Source: an optimization exercise on an open RTL-to-GDS flow (aim: a short achievable clock period and few clock cycles). Production flows keep margins and buffers that such runs may drop.
No functional check of the RTL was part of any run shown here.
No activity file was given, so power comes from the tool's default toggle rates.

## flow/run.sh

```bash
#!/bin/bash
# synth_recipe.tcl (not shown) runs the flow's synth.tcl, then flattens the netlist and writes it again
# the make line also repeats each setting of config.mk as NAME=value (left out here)
make -C /OpenROAD-flow-scripts/flow DESIGN_CONFIG=/design/flow/config.mk WORK_HOME=/design/flow/orfs CLKGATE_MAP_FILE= SYNTH_SCRIPT=/design/flow/synth_recipe.tcl finish
```

## flow/config.mk

```make
export PLATFORM = sky130hd
export DESIGN_NAME = alu
export DESIGN_NICKNAME = alu
export VERILOG_FILES = /design/flow/design.v
export SDC_FILE = /design/flow/constraint.sdc
export NUM_CORES = 4
export LEC_CHECK = 0
export ABC_CLOCK_PERIOD_IN_PS = 2000
export CAP_MARGIN = 20
export CORE_MARGIN = 2
export CORE_UTILIZATION = 40
export PLACE_DENSITY = 0.6
export SETUP_SLACK_MARGIN = 4.6
export SLEW_MARGIN = 20
export TNS_END_PERCENT = 100
```

## flow/constraint.sdc

```tcl
create_clock -name core_clock -period 6.5 [get_ports {clk}]
set_input_delay 1.3000 -clock core_clock [delete_from_list [all_inputs] [get_ports {clk}]]
set_output_delay 1.3000 -clock core_clock [all_outputs]
set_load 0.01 [all_outputs]
```

## flow/design.v

```verilog
module alu(
    output [15:0] data_out,
    output        valid_out,
    output        cmd_out,
    input  [15:0] data_in,
    input         valid_in,
    input         cmd_in,
    output        amm_read,
    output [7:0]  amm_address,
    input  [7:0]  amm_readdata,
    input         amm_waitrequest,
    input  [1:0]  amm_response,
    input clk,
    input rst_n
    );
    localparam QN = 63;
    reg        idle;         
    reg        inpkt;        
    reg        taking;       
    reg        vo_r, co_r;   
    reg [11:0] do_r;
    reg        ar_r;         
    reg [7:0]  aa_r;
    reg [3:0]  opc;
    reg [5:0]  rem;          
    reg        first;        
    reg        err;
    reg        stopq;        
    reg        killq;        
    reg        b0_ind;       
    reg        first_rd;     
    reg [7:0]  q [0:QN-1];   
    reg [5:0]  qcnt;         
    reg [11:0] sum_s, sum_c;
    reg [7:0]  lor, lxor, lnand;
    reg        hasop;
    reg [7:0]  opa, opb;
    reg [7:0]  dq, rq;
    reg        dq_v, dq_f, rq_v, rq_a;
    wire [7:0] din    = data_in[7:0];
    wire [1:0] mod    = data_in[9:8];
    wire [3:0] op_in  = data_in[11:8];
    wire [5:0] nof_in = data_in[5:0];
    wire hdr_in    = valid_in & cmd_in;
    wire beat      = valid_in & ~cmd_in & taking;
    wire dir       = beat & (mod == 2'b00);
    wire ind       = beat & (mod == 2'b01);
    wire forb      = (din[7:4] == 4'h1) | (din[7:4] == 4'h2) |
                     (din[7:4] == 4'h8) | (din[7:4] == 4'h9);
    wire last_beat = beat & (rem == 6'd1);
    wire unary_in = (op_in[3:2] == 2'b01);
    wire shift_in = (op_in == 4'd8) | (op_in == 4'd9);
    wire reject   = (nof_in == 6'd0) | (unary_in & (nof_in != 6'd1));
    wire sherr    = shift_in & (nof_in != 6'd2);
    wire rdone  = ar_r & ~amm_waitrequest;
    wire rbad   = rdone & (amm_response != 2'b00);
    wire rgood  = rdone & (amm_response == 2'b00);
    wire push   = ind & ~forb & ~stopq & ~rbad;
    wire pop    = rdone;
    wire kill_n = killq | rbad;
    reg [QN:0] qv;           
    integer i;
    always @(*)
        for (i = 0; i <= QN; i = i + 1)
            qv[i] = (qcnt > i);
    reg [7:0] q_n [0:QN-1];
    always @(*)
        for (i = 0; i < QN; i = i + 1)
            if (pop)
                q_n[i] = (i < QN-1 && qv[i+1]) ? q[i < QN-1 ? i+1 : 0] : din;
            else
                q_n[i] = qv[i] ? q[i] : din;
    wire [5:0] qb     = idle ? 6'd0 : qcnt;
    wire [5:0] qinc   = qb + 6'd1;
    wire [5:0] qdec   = qb - 6'd1;
    wire [5:0] qcnt_n = push ? (pop ? qb : qinc) : (pop ? qdec : qb);
    wire q0_n     = push | qv[1] | (qv[0] & ~pop);
    wire rd_next  = q0_n & ~kill_n;
    wire comp     = inpkt & (~taking | last_beat) & ~rd_next;
    wire err_next = err | (ind & forb) | rbad;
    wire        live = ~idle;
    wire [11:0] s0  = live ? sum_s : 12'd0;
    wire [11:0] c0  = live ? sum_c : 12'd0;
    wire [7:0]  rg  = rgood ? amm_readdata : 8'h00;
    wire        rd_a = first_rd & b0_ind;
    wire [11:0] xs = s0 ^ c0 ^ {4'b0, din};
    wire [11:0] xc = {(s0[10:0] & c0[10:0]) | (s0[10:0] & {3'b0, din}) |
                      (c0[10:0] & {3'b0, din}), 1'b0};
    wire [11:0] ys = xs ^ xc ^ {4'b0, rg};
    wire [11:0] yc = {(xs[10:0] & xc[10:0]) | (xs[10:0] & {3'b0, rg}) |
                      (xc[10:0] & {3'b0, rg}), 1'b0};
    wire [11:0] zs = s0 ^ c0 ^ {4'b0, rg};
    wire [11:0] zc = {(s0[10:0] & c0[10:0]) | (s0[10:0] & {3'b0, rg}) |
                      (c0[10:0] & {3'b0, rg}), 1'b0};
    wire [7:0]  dqg     = dq_v ? dq : 8'h00;
    wire [7:0]  rqg     = rq_v ? rq : 8'h00;
    wire [7:0]  lor_n   = (live ? lor : 8'h00) | dqg | rqg;
    wire [7:0]  lxor_n  = (live ? lxor : 8'h00) ^ dqg ^ rqg;
    wire [7:0]  lnand_n = (live ? lnand : 8'h00) | (dq_v ? ~dq : 8'h00) | (rq_v ? ~rq : 8'h00);
    wire        has_n   = (live & hasop) | dq_v | rq_v;
    wire [7:0]  opa_n   = (dq_v & dq_f) ? dq : (rq_v & rq_a) ? rq : (live ? opa : 8'h00);
    wire [7:0]  opb_n   = (dq_v & ~dq_f) ? dq : (rq_v & ~rq_a) ? rq : (live ? opb : 8'h00);
    wire [11:0] total = sum_s + sum_c;
    reg  [11:0] res;
    always @(*) begin
        case (opc)
            4'd0: res = total;
            4'd1: res = has_n ? {4'b0, ~lnand_n} : 12'hFFF;
            4'd2: res = {4'b0, lor_n};
            4'd3: res = {4'b0, lxor_n};
            4'd4: res = has_n ? {4'b0, ~lor_n} : 12'h000;
            4'd5: res = has_n ? {4'b0, lor_n} + 12'd1 : 12'h000;
            4'd6: res = has_n ? {4'b0, lor_n} - 12'd1 : 12'h000;
            4'd7: res = has_n ? {4'b0, 8'd0 - lor_n} : 12'h000;
            4'd8: res = {4'b0, opa_n} >> opb_n;
            4'd9: res = {4'b0, opa_n << opb_n};
            default: res = 12'h000;
        endcase
    end
    always @(posedge clk) begin
        for (i = 0; i < QN; i = i + 1)
            q[i] <= q_n[i];
        aa_r <= q0_n ? q_n[0] : 8'h00;
        if (vo_r & co_r) begin
            vo_r <= 1'b1;
            co_r <= 1'b0;
            do_r <= err ? 12'hBAD : res;
        end else begin
            vo_r <= (idle & hdr_in & reject) | comp;
            co_r <= 1'b1;
            do_r <= {7'b0, idle | err_next, idle ? op_in : opc};
        end
        sum_s <= dir ? ys : zs;
        sum_c <= dir ? yc : zc;
        lor   <= lor_n;
        lxor  <= lxor_n;
        lnand <= lnand_n;
        hasop <= has_n;
        qcnt  <= qcnt_n;
        opa   <= opa_n;
        opb   <= opb_n;
        dq    <= din;
        dq_v  <= dir;
        dq_f  <= first;
        rq    <= amm_readdata;
        rq_v  <= rgood;
        rq_a  <= rd_a;
        if (idle) begin
            opc      <= op_in;
            rem      <= nof_in;
            first    <= 1'b1;
            err      <= reject | sherr;
            stopq    <= sherr;
            killq    <= 1'b0;
            b0_ind   <= 1'b0;
            first_rd <= 1'b1;
        end else begin
            if (beat) begin
                rem   <= rem - 6'd1;
                first <= 1'b0;
                if (first & (mod == 2'b01)) b0_ind <= 1'b1;
            end
            err <= err_next;
            if ((ind & forb) | rbad) stopq <= 1'b1;
            if (rbad) killq <= 1'b1;
            if (rdone) first_rd <= 1'b0;
        end
        if (~rst_n) begin
            idle   <= 1'b1;
            inpkt  <= 1'b0;
            taking <= 1'b0;
            vo_r   <= 1'b0;
            ar_r   <= 1'b0;
        end else begin
            idle   <= (vo_r & ~co_r) | (idle & ~hdr_in);
            inpkt  <= (idle & hdr_in & ~reject) | (inpkt & ~comp);
            taking <= (idle & hdr_in & ~reject) | (taking & ~last_beat);
            ar_r   <= inpkt & rd_next;
        end
    end
    assign data_out    = {4'b0, do_r};
    assign valid_out   = vo_r;
    assign cmd_out     = co_r;
    assign amm_read    = ar_r;
    assign amm_address = aa_r;
endmodule
```

==> summary.txt, run 1 <==
Status
  – Status: no timing/DRC/antenna violations

STA
  – Clock skew: 47.2 ps
  – Hold Violations, Final: 0
  – Unrepaired setup endpoints after global routing: true
  – Relative max-transition margin: 0.455
  – Final Max Tran Viols: 0
  – Worst slew pin tran: 817 ps
  – Final worst path period share: 0.371
  – Final WS setup: 4090 ps
  – Min Tclk post-route: 2410 ps
  – Setup Total Neg Slack: 0 ps
  – Fmax: 0.414 GHz
  – Setup violators final: 0

Critical path
  – Reg2reg end: do_r[4]$_DFF_P_
  – Worst reg2reg startpoint: rq_v$_DFF_P_
  – Reg2Reg Depth: 9
  – Critical Path Fanout Max: 7
  – Setup CP Type: reg2reg
  – Slowest stage delay, CP: 420 ps
  – CP max-delay cell: dfxtp_4
  – CP arrival: 2910 ps
  – Crit path capture: do_r[4]$_DFF_P_
  – CP required: 7000 ps
  – Startpoint types: register
  – Worst Setup End Kind: register
  – Worst-path cell chain: buf_8 > buf_12 > nand2b_4 > a311oi_2 > or2_4 > mux2i_2 > o22a_1 > a2111oi_2 > a221o_1
  – R2R Setup Slk: 4090 ps
  – Crit path launch: rq_v$_DFF_P_

Layout
  – Storage element area: 12900 um2
  – Layout area overhead: 55.6%
  – Layout Utilization: 0.629
  – Share of layout cells above drive strength 1: 0.431
  – Fillers: 4668
  – # nets final: 3274
  – Area occupied by multi-input gates: 18500 um2

Yosys
  – Ys async rst share: 0
  – Synth unique cells: 95
  – Synth area leaders: dfxtp_1 (48%), o22ai_1 (11%), a31oi_1 (6.5%), nor2_1 (4.3%), nand2_1 (2.8%)
  – Post-synthesis sequential area ratio: 0.492
  – Netlist Area Pre-Place: 26000 um2
  – Prevailing post-synth register cell: dfxtp_1
  – Post-Synthesis Cells: 2903
  – Synth area leader: dfxtp_1
  – Yosys top cell area share: 0.484
  – Register bit count reported by yosys: 636
  – Synthesized area per cell: 8.96 um2
  – Post-synth EDFFs: 7
  – Synth warn: 3

Clock tree
  – Max clock buf depth: 3
  – Clock network latency to the later pin of the worst-skew pair: 650 ps
  – Worst-path clk slew: 60 ps
  – CTS Buf Count: 69
  – TritonCTS clock tree: yes
  – Clock root buffer: clkbuf_16
  – Total clock sinks: 636
  – H-tree levels: 3

Global routing
  – Antenna violations before repair: 1
  – Congestion Overflow GR: 0
  – Met1 Track Usage GR: 0.367
  – Grt peak-use layer: met2
  – Gr usage total: 0.299
  – Largest net degree at the start of global routing: 44
  – Vias in the first global route: 25.9k
  – Met3 Usage GRT: 0.0561
  – Grt met2 use: 0.499
  – First-pass GRT wire length: 156000 um

Routing
  – DRT Wirelength: 109000 um
  – Initial DRC count: 3004
  – Vias/cell: 6.51
  – Antenna viol nets, final: 0
  – Vias: 26.7k
  – DRC viols: 0
  – TritonRoute pass-1 iters: 9
  – DR WL/cell: 26.6 um

Floorplanning
  – I/O Pins: 58
  – Core area: 64300 um2
  – Die height: 259 um
  – Initial core utilization: 0.404
  – # rows: 93
  – Die ar.: 67100 um2
  – Overall die width: 259 um

Pwr
  – Leakage: 15.6 nW
  – Worst VDD drop: 196 uV
  – Pwr/cell area: 222 nW/um2
  – Tot Pwr: 0.00900 W

Place
  – Port Buffer Count: 49
  – Final RePlAce weighted congestion: 0.908
  – Hpwl dp: 52100 um
  – Pre-CTS WS: 2040 ps

Min path
  – Hold Path Class: reg2reg

Flow run
  – Max-cap violations: 0
==> per-layer routing <==
layer	vias up	wire length, um
li1	11700	-
met1	13200	42200
met2	1377	51300
met3	441	8930
met4	0	6910
met5	-	0
==> how the worst min path moves through the flow <==
stage                        from      endpoint  cells past startpoint
2_1_floorplan  first$_SDFFE_PP1P_  dq_f$_DFF_P_                      0
3_3_place_gp   first$_SDFFE_PP1P_  dq_f$_DFF_P_                      0
3_5_place_dp   first$_SDFFE_PP1P_  dq_f$_DFF_P_                      0
4_1_cts        first$_SDFFE_PP1P_  dq_f$_DFF_P_                      0
5_1_grt        first$_SDFFE_PP1P_  dq_f$_DFF_P_                      0
6_report       first$_SDFFE_PP1P_  dq_f$_DFF_P_                      0
==> state kept, by name, indices dropped and copies added (netlist names), 11 cells and up <==
signal	flops
do_r	12
sum_c	11
sum_s	12
q	504
==> report_power, final <==
| part | total [W] | internal, W | switching, W |
|---|---|---|---|
| clock network | 0.00404 | 0.00236 | 0.00168 |
| logic | 0.000655 | 0.000296 | 0.000359 |
| registers | 0.00430 | 0.00411 | 0.000190 |
| total | 0.00900 | 0.00677 | 0.00223 |
==> worst max-delay path: cells and delay by family, from the launching register on <==
kind | cells | cell delay, ps
AOI/OAI and AO/OA | 4 | 1000
DFF | 1 | 420
and+or+nand+nor | 2 | 340
buffers and inverters | 2 | 260
muxes | 1 | 260
==> Yosys cell counts (5+ instances only) <==
library cell  number
nor4_1             5
nand3_1           28
nand4_1            7
clkbuf_1         178
mux2i_1           20
nand2b_1          24
a22o_1             5
and3b_1            6
ha_1              38
o21ai_1           34
o32a_1             7
a31oi_1          271
a211oi_1           5
or2_2              8
nor2b_1           40
and3_1             6
inv_1             89
buf_4              8
nor3_1            23
a221oi_1           7
fa_1               8
or3_1              7
buf_2             13
a21oi_1          139
o221ai_1           9
xnor2_1           36
xor2_1            11
mux2_2            12
edfxtp_1           7
and2_1            23
nor2_1           298
o211ai_1           5
o211a_1            9
o22ai_1          444
clkinv_1           9
a21o_1            19
buf_1              7
nand2_1          196
dfxtp_1          629
a311o_1            7
o21ai_0           44
a222oi_1          56
==> layout by cell type (no fill, tap or decap), types with 24 or more instances in the layout <==
cell type,n
buf_8,24
o22ai_4,39
clkbuf_16,76
nor2_4,32
o22ai_1,132
nand2_8,59
buf_4,133
buf_12,68
nor2b_1,26
ha_1,30
o22ai_2,273
a21oi_2,76
a31oi_1,244
xnor2_1,30
buf_6,84
nand2_2,25
nor2_1,245
dfxtp_1,599
nand2_1,88
o21ai_4,28
inv_1,82
nor2_2,24
a222oi_1,56
a31oi_4,27
a21oi_1,47
nand2_4,57
==> per-stage QoR <==
stage | hold WS (ps) | instance area, um2 | cells
2_1_floorplan | 351 | 28800 | 2906
3_3_place_gp | 390 | 28700 | 3623
3_5_place_dp | 387 | 28700 | 3623
4_1_cts | 400 | 37800 | 4035
5_1_grt | 414 | 40500 | 4106
6_report | 393 | 40500 | 4106
==> cell type report <==
cell class / instances / area share
diodes: 1 / 0.0000618
clock buffers: 109 / 0.0511
clock inverters: 15 / 0.00622
inverters: 102 / 0.0134
multi-input cells: 2004 / 0.458
flip-flops and latches: 636 / 0.318
well taps: 855 / 0.0264
repair buffers: 374 / 0.124
repair inverters: 10 / 0.00257
==> timing repair <==
action	in CTS	in global routing
hold buffers	0	0
pin swaps	246	165
cloned	80	8
resized for setup	875	357
setup endpoints to repair	610	584
buffers inserted	208	62
==> cells by family (layout without fill, tap and decap cells) <==
family	count (synthesis)	count (layout)	share of synthesized area
compound gates	1127	1134	0.284
simple gates	701	739	0.123
flops	636	636	0.492
buf+inv	311	610	0.0473
fa+ha+maj	48	48	0.0252
xor+xnor	47	47	0.0158
mux	32	32	0.0129
other cells	1	5	0.000144
==> run 2: changes to the inputs <==
--- a/flow/design.v
+++ b/flow/design.v
@@ -55,7 +55,7 @@
     wire rdone  = ar_r & ~amm_waitrequest;
     wire rbad   = rdone & (amm_response != 2'b00);
     wire rgood  = rdone & (amm_response == 2'b00);
-    wire push   = ind & ~forb & ~stopq & ~rbad;
+    wire push   = ind & ~forb & ~stopq;    
     wire pop    = rdone;
     wire kill_n = killq | rbad;
     reg [QN:0] qv;           
==> summary.txt, run 2 <==
STA
  – Setup Total Neg Slack: 0 ps (unchanged)
  – Clock skew: 43.0 ps (-4.20 ps)
  – Fmax: 0.402 GHz (-2.9%)
  – Final Max Tran Viols: 0 (unchanged)
  – Worst slew pin tran: 897 ps (+79.6 ps)
  – Relative max-transition margin: 0.402 (-0.0531)
  – Setup violators final: 0 (unchanged)
  – Min Tclk post-route: 2480 ps (+71.4 ps)
  – Final worst path period share: 0.382 (+0.0110)
  – WHS: 392 ps (-0.527 ps)
  – Unrepaired setup endpoints after global routing: true
  – Hold Violations, Final: 0 (unchanged)
  – Final WS setup: 4020 ps (-71.4 ps)

Critical path
  – Worst Setup End Kind: register
  – Critical Path Fanout Max: 4 (-3)
  – Worst reg2reg startpoint: rq_v$_DFF_P_
  – R2R Setup Slk: 4020 ps (-70 ps)
  – Reg2reg end: do_r[0]$_DFF_P_
  – CP max-delay cell: dfxtp_4
  – Worst-path cell chain: buf_12 > buf_6 > and2b_2 > o211ai_1 > buf_4 > buf_4 > nand4_1 > buf_4 > a21oi_1 > a22o_1 > o221ai_2 > a21oi_2
  – CP required: 7050 ps (+50 ps)
  – Critical path's most frequent cell: buf_4
  – Startpoint types: register
  – CP arrival: 3040 ps (+130 ps)
  – Reg2Reg Depth: 12 (+3)
  – Crit path capture: do_r[0]$_DFF_P_
  – Setup CP Type: reg2reg
  – Slowest stage delay, CP: 370 ps (-50 ps)
  – Crit path launch: rq_v$_DFF_P_

Yosys
  – Yosys top cell area share: 0.481 (-0.00296)
  – Synthesized area per cell: 8.96 um2 (about the same)
  – Synth area leaders: dfxtp_1 (48%), o22ai_1 (11%), a31oi_1 (7.1%), nor2_1 (4.3%), nand2_1 (2.9%)
  – Top cells by count, synth: dfxtp_1 (629), o22ai_1 (446), nor2_1 (300)
  – Synth area leader: dfxtp_1
  – Post-synth EDFFs: 7 (unchanged)
  – Ys async rst share: 0 (unchanged)
  – Synth warn: 3 (unchanged)
  – Netlist Area Pre-Place: 26200 um2 (+0.62%)
  – Top-count cell post-synth: dfxtp_1
  – Synth unique cells: 92 (-3.2%)
  – Prevailing post-synth register cell: dfxtp_1
  – Post-synthesis sequential area ratio: 0.489 (-0.00301)
  – Register bit count reported by yosys: 636 (unchanged)
  – Post-Synthesis Cells: 2921 (+0.62%)

Flow run
  – Max-cap violations: 0 (unchanged)

Layout
  – Layout area overhead: 52.6%
  – Largest Register: q
  – Largest regs: q x504, do_r x12, sum_s x12
  – Commonest non-fill, non-tap cell in the layout: dfxtp_1
  – Most frequent cells in the layout: dfxtp_1 (606), a31oi_1 (274), o22ai_2 (256)
  – Max FFs per register: 504 (unchanged)
  – Share of layout cells above drive strength 1: 0.411 (-0.0200)
  – Non-filler cells, final: 4138 (+0.78%)
  – # nets final: 3305 (+0.95%)

Routing
  – Vias/cell: 6.38 (-2.0%)
  – TritonRoute pass-1 iters: 10 (+1)
  – Initial DRC count: 2592 (-14%)
  – DR WL/cell: 24.8 um (-6.9%)
  – Vias: 26.4k (-1.2%)
  – Antenna viol nets, final: 0 (unchanged)
  – DRC viols: 0 (unchanged)
  – DRT Wirelength: 103000 um (-6.1%)

Clock tree
  – Max clock buf depth: 3 (unchanged)
  – Clock network latency to the later pin of the worst-skew pair: 640 ps (about the same)
  – Total clock sinks: 636 (unchanged)
  – H-tree levels: 3 (unchanged)
  – Hold buffer count at CTS: 0 (unchanged)
  – CTS Buf Count: 71 (+2.9%)
  – Clock root buffer: clkbuf_16
  – Worst-path clk slew: 60 ps (about the same)
  – TritonCTS clock tree: yes

Pwr
  – Power share of the combinational group: 0.071 (-0.002)
  – Pwr/cell area: 228 nW/um2 (+2.4%)
  – Reg power frac: 0.472 (-0.006)
  – Clk pwr share: 0.457 (+0.008)
  – Sw Share: 0.246 (-0.00218)
  – Internal power: 0.00686 W (+1.4%)
  – Worst VDD drop: 209 uV (+6.5%)
  – Switching power: 0.00223 W (+0.18%)
  – Leakage: 15.4 nW (-0.92%)
  – Tot Pwr: 0.00909 W (+1.1%)

Global routing
  – First-pass GRT wire length: 146000 um (-6.2%)
  – Largest net degree at the start of global routing: 43 (-2.3%)
  – Vias in the first global route: 25.0k (-3.3%)
  – Congestion Overflow GR: 0 (unchanged)
  – Gr usage total: 0.276 (-0.0236)
  – Antenna violations before repair: 0 (-1)

Place
  – Port Buffer Count: 49 (unchanged)
  – Final RePlAce weighted congestion: 0.904 (-0.42%)
  – Pre-CTS WS: 1970 ps (-61.9 ps)
  – Hpwl dp: 51500 um (-1.2%)
  – Dpl cells: 3638 (+0.41%)

Floorplanning
  – I/O Pins: 58 (unchanged)
  – # rows: 93 (unchanged)
  – Overall die width: 260 um (+0.30%)
  – Core area: 64600 um2 (+0.36%)
  – Die ar.: 67500 um2 (+0.61%)
  – Die height: 260 um (+0.30%)
  – Initial core utilization: 0.405 (+0.00102)

Status
  – Status: no timing/DRC/antenna violations

Min path
  – Hold Path Class: reg2reg
run 2: cell count changes in the layout (fill, tap and decap cells not counted), sizes merged, moves of 7 or more:
cell,previous run,this run
a21oi,139,108
o211ai,5,12
nand3,30,40
a222oi,56,46
nor2b,40,31
xnor2,36,26
a31oi,274,298
inv,104,94
a22oi,3,16
clkbuf,116,109
buf,341,375
nand2b,27,39
run 2: area by class of cell:
| cell class | count | area (um2) |
|---|---|---|
| Fill cell | 4900 | 24700 |
| Multi-Input combinational cell | 2019 | 18000 |
| Sequential cell | 636 | 12900 |
| Timing Repair Buffer | 408 | 5190 |
| Clock buffer | 104 | 2080 |
| Tap cell | 855 | 1070 |
| Inverter | 91 | 405 |
| Clock inverter | 23 | 317 |
| Timing Repair inverter | 1 | 8.76 |
| Antenna cell | 1 | 2.50 |
run 2: cells by family (layout without fill, tap and decap cells):
family          after synthesis  count (layout)  synth area share
compound gates             1135            1142             0.285
xor+xnor                     43              43            0.0154
fa+ha+maj                    48              48            0.0251
buf+inv                     311             627            0.0474
flops                       636             636             0.489
mux                          34              34            0.0154
other cells                   1               5          0.000143
simple gates                713             748             0.123
run 2: stage by stage:
stage	utilization	instance area [um2]
2_1_floorplan	-	28400
3_3_place_gp	0.439	28300
3_5_place_dp	0.439	28300
4_1_cts	0.568	36700
5_1_grt	0.618	39900
6_report	0.618	39900
run 2: critical path: cells and delay by family (launching register included):
kind            cells  cell delay (ps)
simple gates        2              380
compound gates      5              930
flops               1              370
buf+inv             5              740
run 2: worst min-delay path by stage:
stage	startpoint	end	slack (ps)	cells past startpoint
2_1_floorplan	first$_SDFFE_PP1P_	dq_f$_DFF_P_	350	0
3_3_place_gp	first$_SDFFE_PP1P_	dq_f$_DFF_P_	360	0
3_5_place_dp	first$_SDFFE_PP1P_	dq_f$_DFF_P_	370	0
4_1_cts	first$_SDFFE_PP1P_	dq_f$_DFF_P_	380	0
5_1_grt	first$_SDFFE_PP1P_	dq_f$_DFF_P_	400	0
6_report	first$_SDFFE_PP1P_	dq_f$_DFF_P_	390	0
run 2: what timing repair did:
action | 4_1_cts | 5_1_grt
setup buffers | 208 | 94
gates cloned | 54 | 16
endpoints found under the setup margin | 616 | 565
resized for setup | 812 | 381
pin swaps | 214 | 228
run 2: per-layer routing:
metal / track usage / vias up / share of wire
met3: 0.0488 / 315 / 0.081
li1: - / 11800 / -
met5: 0 / - / 0
met2: 0.449 / 1271 / 0.46
met4: 0.109 / 0 / 0.049
met1: 0.363 / 13000 / 0.41
run 2: power groups by stage:
| stage | logic (W) | clock network (W) | registers, W |
|---|---|---|---|
| 6_report | 0.000644 | 0.00415 | 0.00429 |
| 3_3_place_gp | 0.000405 | 0 | 0.00433 |
| 2_1_floorplan | 0.000281 | 0 | 0.00428 |
| 4_1_cts | 0.000565 | 0.00417 | 0.00426 |
| 5_1_grt | 0.000673 | 0.00434 | 0.00431 |
| 3_5_place_dp | 0.000417 | 0 | 0.00434 |
==> run 3: changes to the inputs <==
--- a/flow/design.v
+++ b/flow/design.v
@@ -13,7 +13,6 @@
     input clk,
     input rst_n
     );
-    localparam QN = 63;
     reg        idle;         
     reg        inpkt;        
     reg        taking;       
@@ -29,8 +28,10 @@
     reg        killq;        
     reg        b0_ind;       
     reg        first_rd;     
-    reg [7:0]  q [0:QN-1];   
-    reg [5:0]  qcnt;         
+    reg [7:0]  mem [0:63];   
+    reg [5:0]  wptr, rptr, rptr1;
+    reg [7:0]  hd;           
+    reg [7:0]  cur;          
     reg [11:0] sum_s, sum_c;
     reg [7:0]  lor, lxor, lnand;
     reg        hasop;
@@ -55,27 +56,17 @@
     wire rdone  = ar_r & ~amm_waitrequest;
     wire rbad   = rdone & (amm_response != 2'b00);
     wire rgood  = rdone & (amm_response == 2'b00);
-    wire push   = ind & ~forb & ~stopq;    
-    wire pop    = rdone;
+    wire push   = ind & ~forb & ~stopq & ~rbad;
     wire kill_n = killq | rbad;
-    reg [QN:0] qv;           
-    integer i;
-    always @(*)
-        for (i = 0; i <= QN; i = i + 1)
-            qv[i] = (qcnt > i);
-    reg [7:0] q_n [0:QN-1];
-    always @(*)
-        for (i = 0; i < QN; i = i + 1)
-            if (pop)
-                q_n[i] = (i < QN-1 && qv[i+1]) ? q[i < QN-1 ? i+1 : 0] : din;
-            else
-                q_n[i] = qv[i] ? q[i] : din;
-    wire [5:0] qb     = idle ? 6'd0 : qcnt;
-    wire [5:0] qinc   = qb + 6'd1;
-    wire [5:0] qdec   = qb - 6'd1;
-    wire [5:0] qcnt_n = push ? (pop ? qb : qinc) : (pop ? qdec : qb);
-    wire q0_n     = push | qv[1] | (qv[0] & ~pop);
-    wire rd_next  = q0_n & ~kill_n;
+    wire hold    = ar_r & amm_waitrequest;      
+    wire free    = ~hold;
+    wire mne     = (rptr != wptr);              
+    wire eq1     = (rptr1 == wptr);
+    wire issue_m = free & mne & ~kill_n;        
+    wire bypass  = free & ~mne & push;          
+    wire wr      = push & ~bypass;
+    wire rd_next = hold | issue_m | bypass;
+    wire [7:0] a_next = hold ? cur : (mne ? hd : din);
     wire comp     = inpkt & (~taking | last_beat) & ~rd_next;
     wire err_next = err | (ind & forb) | rbad;
     wire        live = ~idle;
@@ -118,9 +109,13 @@
         endcase
     end
     always @(posedge clk) begin
-        for (i = 0; i < QN; i = i + 1)
-            q[i] <= q_n[i];
-        aa_r <= q0_n ? q_n[0] : 8'h00;
+        mem[wptr] <= din;
+        cur  <= a_next;
+        aa_r <= rd_next ? a_next : 8'h00;
+        if (issue_m)
+            hd <= eq1 ? din : mem[rptr1];
+        else
+            hd <= (rptr == wptr) ? din : mem[rptr];
         if (vo_r & co_r) begin
             vo_r <= 1'b1;
             co_r <= 1'b0;
@@ -136,7 +131,6 @@
         lxor  <= lxor_n;
         lnand <= lnand_n;
         hasop <= has_n;
-        qcnt  <= qcnt_n;
         opa   <= opa_n;
         opb   <= opb_n;
         dq    <= din;
@@ -154,6 +148,9 @@
             killq    <= 1'b0;
             b0_ind   <= 1'b0;
             first_rd <= 1'b1;
+            wptr     <= 6'd0;
+            rptr     <= 6'd0;
+            rptr1    <= 6'd1;
         end else begin
             if (beat) begin
                 rem   <= rem - 6'd1;
@@ -164,6 +161,11 @@
             if ((ind & forb) | rbad) stopq <= 1'b1;
             if (rbad) killq <= 1'b1;
             if (rdone) first_rd <= 1'b0;
+            if (wr) wptr <= wptr + 6'd1;
+            if (issue_m) begin
+                rptr  <= rptr + 6'd1;
+                rptr1 <= rptr1 + 6'd1;
+            end
         end
         if (~rst_n) begin
             idle   <= 1'b1;
==> summary.txt, run 3 <==
Floorplanning
  – Initial core utilization: 0.402 (-0.00303)
  – I/O Pins: 58 (unchanged)
  – Overall die width: 290 um (+12%)
  – # rows: 105 (+13%)
  – Die ar.: 84300 um2 (+25%)
  – Core area: 81600 um2 (+26%)
  – Die height: 290 um (+12%)

Clock tree
  – H-tree levels: 3 (unchanged)
  – Worst-path clk slew: 60 ps (about the same)
  – TritonCTS clock tree: yes
  – Clock root buffer: clkbuf_16
  – Total clock sinks: 684 (+7.5%)
  – CTS Buf Count: 77 (+8.5%)
  – Hold buffer count at CTS: 0 (unchanged)
  – Max clock buf depth: 3 (unchanged)
  – Clock network latency to the later pin of the worst-skew pair: 660 ps (+20 ps)

Yosys
  – Synth warn: 1 (-2)
  – Top cells by count, synth: edfxtp_1 (519), mux4_2 (293), nor2_1 (167)
  – Post-synth EDFFs: 519 (+512)
  – Top-count cell post-synth: edfxtp_1
  – Netlist Area Pre-Place: 32800 um2 (+25%)
  – Post-synthesis sequential area ratio: 0.576 (+0.0865)
  – Synth unique cells: 82 (-11%)
  – Ys async rst share: 0 (unchanged)
  – Prevailing post-synth register cell: edfxtp_1
  – Synth area leaders: edfxtp_1 (48%), mux4_2 (20%), dfxtp_1 (10%), mux2i_1 (2.9%), nor2_1 (1.9%)
  – Synth area leader: edfxtp_1
  – Synthesized area per cell: 15.4 um2 (+72%)
  – Yosys top cell area share: 0.475 (-0.00621)
  – Post-Synthesis Cells: 2131 (-27%)
  – Register bit count reported by yosys: 684 (+7.5%)

Place
  – Port Buffer Count: 49 (unchanged)
  – Dpl cells: 3161 (-13%)
  – Hpwl dp: 59100 um (+15%)
  – Final RePlAce weighted congestion: 0.903 (about the same)

STA
  – Setup violators final: 0 (unchanged)
  – Unrepaired setup endpoints after global routing: true
  – Final worst path period share: 0.432 (+0.0497)
  – Min Tclk post-route: 2810 ps (+323 ps)
  – WHS: 365 ps (-27.5 ps)
  – Final Max Tran Viols: 0 (unchanged)
  – Worst slew pin tran: 875 ps (-21.4 ps)
  – Fmax: 0.356 GHz (-12%)
  – Setup Total Neg Slack: 0 ps (unchanged)
  – Clock skew: 28.1 ps (-14.9 ps)
  – Hold Violations, Final: 0 (unchanged)
  – Relative max-transition margin: 0.415 (+0.0131)

Critical path
  – Delay-heaviest family, CP: multiplexers
  – CP max-delay cell: mux4_2
  – Worst-path cell chain: buf_12 > buf_16 > mux4_2 > mux4_2 > mux2i_4 > o21ai_1 > or3_1
  – R2R Setup Slk: 3690 ps (-320 ps)
  – CP arrival: 3320 ps (+280 ps)
  – Critical path's most frequent cell: mux4_2
  – Reg2reg end: hd[3]$_DFF_P_
  – Startpoint types: register
  – Critical Path Fanout Max: 8 (+4)
  – Worst Setup End Kind: register
  – Reg2Reg Depth: 7 (-5)
  – Worst path buffer plus inverter count: 2 (-3)
  – Setup CP Type: reg2reg
  – CP required: 7010 ps (-40 ps)
  – Slowest stage delay, CP: 550 ps (+180 ps)

Global routing
  – Antenna violations before repair: 5 (+5)
  – Vias in the first global route: 22.1k (-12%)
  – Largest net degree at the start of global routing: 70 (+63%)
  – Congestion Overflow GR: 0 (unchanged)
  – Gr usage total: 0.255 (-0.0213)
  – First-pass GRT wire length: 155000 um (+6.1%)

Status
  – Status: no timing/DRC/antenna violations

Routing
  – Initial DRC count: 2616 (+0.93%)
  – DRT Wirelength: 110000 um (+7.4%)
  – M1 WL: 42900 um (+2.0%)
  – Vias: 22.0k (-17%)
  – Antenna viol nets, final: 0 (unchanged)
  – DR WL/cell: 30.9 um (+25%)
  – WL met3: 10800 um (+31%)
  – Vias/cell: 6.17 (-3.2%)
  – DRC viols: 0 (unchanged)
  – TritonRoute pass-1 iters: 5 (-5)
  – Met2 wire len: 51800 um (+9.7%)
  – Uppermost layer routed: met5

Pwr
  – Worst VDD drop: 193 uV (-7.8%)
  – Tot Pwr: 0.00972 W (+7.0%)
  – Leakage: 14.6 nW (-5.6%)
  – Pwr/cell area: 226 nW/um2 (-0.63%)

Layout
  – Largest Register: mem
  – # nets final: 2510 (-24%)
  – Largest regs: mem x512, do_r x12, sum_s x12
  – Layout Utilization: 0.527 (-0.0915)
  – Non-filler cells, final: 3568 (-14%)
  – Layout area overhead: 31.0%
  – Max FFs per register: 512 (+1.6%)
  – Commonest non-fill, non-tap cell in the layout: edfxtp_1
  – Share of layout cells above drive strength 1: 0.431 (+0.0199)
  – Most frequent cells in the layout: edfxtp_1 (519), mux4_2 (293), buf_4 (152)

Min path
  – Hold EP: dq_f$_DFF_P_
  – Hold Path Class: reg2reg
  – Hold path cells: 0 (unchanged)
  – Hold_sp: first$_SDFFE_PP1P_

Flow run
  – Max-cap violations: 0 (unchanged)
-- run 3: cell types whose count changed after synthesis, sizes merged, moves of 46 or more --
cell and delta:
dfxtp -464, mux4 +289, nor2 -133, a31oi -283, inv -56, a222oi -46
nand2 -83, o22ai -432, clkbuf -123, mux2i +76, a21oi -53, edfxtp +512
-- run 3: cells by family after synthesis --
group                    Yosys count  share of synthesized area
multiplexers                     399                      0.234
flip-flops                       684                      0.576
adder cells (fa/ha/maj)           46                     0.0194
buffers and inverters            159                     0.0220
other                              1                   0.000114
AND/OR/NAND/NOR                  497                     0.0722
AO/OA/AOI/OAI                    277                     0.0577
XOR/XNOR                          68                     0.0190
-- run 3: report_power, final --
part	switching (W)	total, W	internal [W]
sequential	0.0000416	0.00476	0.00472
clock	0.00189	0.00454	0.00265
combinational	0.000233	0.000416	0.000183
total	0.00217	0.00972	0.00756
-- run 3: metrics by stage --
| step | setup WS (ps) | instance area [um2] |
|---|---|---|
| detailed placement | 2600 | 34700 |
| CTS | 3760 | 41700 |
| global route | 3680 | 42900 |
| global placement | 2620 | 34700 |
| finish | 3690 | 43000 |
| floorplan | 3860 | 33300 |
-- run 3: cell type report --
cell class / instances / area, um2
clock buffer: 97 / 2060
multi-input combinational: 1291 / 15200
sequential: 684 / 19000
fill: 6427 / 38600
inverter: 29 / 129
timing repair inverter: 1 / 7.51
antenna: 4 / 10.0
timing repair buffer: 349 / 4690
tap: 1070 / 1340
clock inverter: 43 / 602
-- run 3: how the worst max path moves through the flow --
| stage | from | end | cells past startpoint |
|---|---|---|---|
| 2_1_floorplan | cmd_in | wptr[5]$_SDFFE_PP0P_ | 7 |
| 4_1_cts | register | hd[0]$_DFF_P_ | 7 |
| 5_1_grt | register | hd[0]$_DFF_P_ | 7 |
| 3_5_place_dp | amm_waitrequest | hd[1]$_DFF_P_ | 7 |
| 3_3_place_gp | amm_waitrequest | hd[1]$_DFF_P_ | 7 |
| 6_report | register | hd[3]$_DFF_P_ | 7 |
-- run 3: what timing repair did --
item / 4_1_cts / 5_1_grt
endpoints found under the setup margin: 774 / 343
pin swaps: 102 / 89
cloned: 37 / 6
hold endpoints to repair: 0 / 0
setup buffers: 163 / 57
gates resized for setup: 577 / 115
-- run 3: routing by layer --
layer	track usage	up-vias
met3	0.0611	238
li1	-	9180
met5	0	-
met1	0.339	11400
met4	0.0979	4
met2	0.405	1177
-- run 3: worst register-to-register path: stages, from the launching register on --
cell and delay [ps]:
dfxtp_4 500, buf_12 180, buf_16 170, mux4_2 550
mux4_2 550, mux2i_4 270, o21ai_1 110, or3_1 350

## static timing again, ports no longer ideal
No port has a modelled driver above. Below, the same layouts with a new extraction and two added sets of constraints. Step 1 sets driving cells, clkbuf_16 on the clock port and buf_2 on the other inputs (assumed; they add their load-dependent delay and slew). Step 2 times the ports against the registers' clock, not the clock port: input delays grow and output delays shrink by t, the midpoint of the rising clock arrivals with the driver on. a / b / c = ideal ports / drivers / drivers and shift; a / b = the first two.
| run | t (ns) | setup WS [ns] | worst hold slack (ns) | worst setup path after step 2 | clock arrival spread, ns |
|---|---|---|---|---|---|
| run 1 | 0.684 | 4.087 / 4.044 / 3.397 | 0.393 / 0.393 / 0.393 | input to register | 0.047 / 0.047 |
| run 2 | 0.679 | 4.015 / 4.001 / 3.427 | 0.392 / 0.392 / 0.392 | input to register | 0.043 / 0.044 |
| run 3 | 0.704 | 3.692 / 3.692 / 3.492 | 0.365 / 0.365 / 0.365 | input to register | 0.043 / 0.042 |
After both steps setup and hold are still met in every run listed. For run 1, which loses most, drivers alone change the setup slack by -0.043 ns; drivers and shift together by -0.690 ns.
